Background: an optimization exercise with open tools, aiming at small area, a short achievable clock period and few clock cycles. Do not read the settings as production practice. Only simulation tests tie the RTL to the original design; equivalence was not proved. Power is estimated from default activity; no workload was simulated.

## alpha
==> flow/design.v (excerpt) <==
module axi4_lite_slave #(
    parameter int unsigned ADDR_WIDTH = 32,
    parameter int unsigned DATA_WIDTH = 32
)(
    input  logic                  aclk,
    input  logic                  aresetn,         
    input  logic [ADDR_WIDTH-1:0] awaddr,
    input  logic                  awvalid,
    output logic                  awready,
    input  logic [DATA_WIDTH-1:0] wdata,
    input  logic [3:0]            wstrb,
    input  logic                  wvalid,
    output logic                  wready,
    output logic [1:0]            bresp,
    output logic                  bvalid,
    input  logic                  bready,
    input  logic [ADDR_WIDTH-1:0] araddr,
    input  logic                  arvalid,
    output logic                  arready,
    output logic [DATA_WIDTH-1:0] rdata,
    output logic [1:0]            rresp,
    output logic                  rvalid,
    input  logic                  rready
);
    localparam int unsigned NUM_REGS = 16;
    function automatic logic addr_ok(input logic [ADDR_WIDTH-1:0] a);
        addr_ok = (a[1:0] == 2'b00) && (a[ADDR_WIDTH-1:6] == '0);
    endfunction
    logic [DATA_WIDTH-1:0] reg_file [0:NUM_REGS-1];
    logic                  aw_v, w_v;      
    logic                  wr_go;          
    logic [3:0]            aw_idx;
    logic                  aw_ok;
    logic [DATA_WIDTH-1:0] w_data;
    logic [3:0]            w_strb;
    logic                  awready_r, wready_r;
    logic                  b0_v, b1_v;     
    logic                  b0_err, b1_err;
  ...
For scale: roughly 620 flip-flops, ~23000 sq um of cells after synthesis.
export LEC_CHECK = 0
export CAP_MARGIN = 20
export CORE_MARGIN = 2
export CORE_UTILIZATION = 40
export CTS_CLUSTER_DIAMETER = 80
export CTS_CLUSTER_SIZE = 25
export PLACE_DENSITY = 0.75
export SETUP_SLACK_MARGIN = 2.0
export SLEW_MARGIN = 20
create_clock -name core_clock -period 4.0 [get_ports {aclk}]
standard.sh (not shown) runs the stock make flow with config.mk's settings and CLKGATE_MAP_FILE= SYNTH_SCRIPT=/design/flow/synth_recipe.tcl, a recipe that flattens the netlist after the stock synthesis.
==> flow/flow/run.sh <==
#!/bin/bash
# Standard ORFS layout, with the I/O port buffers made from a small buffer
# cell (buffer_ports -buffer_cell) instead of the one OpenROAD picks itself.
set -euo pipefail
EXTRA=()
[[ -f flow/extra_args ]] && mapfile -t EXTRA < flow/extra_args
bash standard.sh "BUFFER_PORTS_ARGS=-buffer_cell sky130_fd_sc_hd__buf_1" "${EXTRA[@]}" finish > make_finish.log 2>&1
alpha reached the final stage; the timing, DRC and antenna checks on its layout passed.
Testbench counts of alpha, summed over its fixed seeds: cycles 3,735.
Edits applied to the flow inputs when going from alpha to beta:
diff --git a/flow/config.mk b/flow/config.mk
--- a/flow/config.mk
+++ b/flow/config.mk
@@ -10 +10 @@
-export CORE_UTILIZATION = 40
+export CORE_UTILIZATION = 55
@@ -13 +12,0 @@
-export PLACE_DENSITY = 0.75
==> run notes <==
- Clock skew delta (beta -> alpha): insignificant
- beta reached the final stage; the timing, DRC and antenna checks on its layout passed.
- Both conditions hold for alpha: the flow ran to the end and the final layout passed the timing, DRC and antenna checks.
- Half-perimeter wire length of the detailed placement result was lower in beta than in alpha.
- ~same combinational share of power in beta and alpha
- Internal power essentially unchanged between alpha and beta.
- beta vs alpha on reg2reg setup slack: beta is the higher one.
What gamma does differently from beta at the input level:
==> flow/flow/extra_args (new file) <==
CTS_ARGS=-sink_clustering_enable -repair_clock_nets -sink_clustering_size 25 -sink_clustering_max_diameter 80 -dont_use_dummy_load
diff --git a/flow/config.mk b/flow/config.mk
--- a/flow/config.mk
+++ b/flow/config.mk
@@ -10 +10 @@
-export CORE_UTILIZATION = 55
+export CORE_UTILIZATION = 40
Results
gamma and beta all finish clean.
The lower power consumed by combinational cells of gamma and beta is in gamma.
Compared to beta, gamma has met2 demand-to-capacity share in global routing 11 points lower.
beta has higher tightest slew margin relative to the limit than gamma.
[compare] base=beta new=gamma: largest net degree at the start of global routing decreased by 49% relative to the old numbers; number of placement rows increased by 18% relative to the old numbers; met1 routing resource usage after global routing decreased by 10 points relative to the old numbers.
Higher actual slew at the worst max-slew pin goes to gamma over beta.
Setup changes, gamma to delta
==> flow/flow/extra_args <==
CTS_ARGS=-sink_clustering_enable -repair_clock_nets -sink_clustering_size 30 -sink_clustering_max_diameter 90 -dont_use_dummy_load
diff --git a/flow/config.mk b/flow/config.mk
--- a/flow/config.mk
+++ b/flow/config.mk
@@ -11,2 +11,2 @@
-export CTS_CLUSTER_DIAMETER = 80
-export CTS_CLUSTER_SIZE = 25
+export CTS_CLUSTER_DIAMETER = 90
+export CTS_CLUSTER_SIZE = 30
--- outcome ---
- delta vs gamma — non-clock buffer instance count of the final layout climbed slightly
- | highest attainable clock frequency | delta vs gamma | ≈ equal |
- delta vs gamma: overall power down by a few percent
- delta vs. gamma: power share of the clock group dropped 1.7 points; minimum setup slack among reg-to-reg paths moved down; wire length of the first global-routing pass fell 0.42%.
- Total number of vias improves in delta relative to gamma.
- On power density over cell area, the higher figure sits with gamma, not delta.
- gamma and delta ended up with nearly the same total routed wirelength.

[port drivers added, routing unchanged]
The flow's constraints put no driver on any port. The routed layouts listed below were extracted and timed again, unchanged, in two steps.
Step 1 sets driving cells, clkbuf_16 on the clock port and buf_2 on the other inputs (assumed; they add their load-dependent delay and slew).
Step 2 moves the port delays by t, midway between the first and last clock arrival at a register: inputs arrive t later, outputs are due t later. That takes back most of the time a late clock gives input paths.
Slacks: ideal ports / drivers / drivers and shift; pairs: ideal ports / drivers.
| run | t, ns | setup slack, ns | slew at the worst register clock pin (ns) |
|---|---|---|---|
| alpha | 0.659 | 1.938 / 1.938 / 1.613 | 0.10 / 0.10 |
| beta | 0.656 | 2.033 / 1.987 / 1.589 | 0.10 / 0.10 |
| gamma | 0.659 | 1.991 / 1.931 / 1.485 | 0.10 / 0.10 |
| delta | 0.625 | 1.987 / 1.931 / 1.478 | 0.11 / 0.11 |
After both steps every run listed still meets setup and hold. For delta, which loses most, drivers alone change the setup slack by -0.056 ns; drivers and shift together by -0.509 ns.
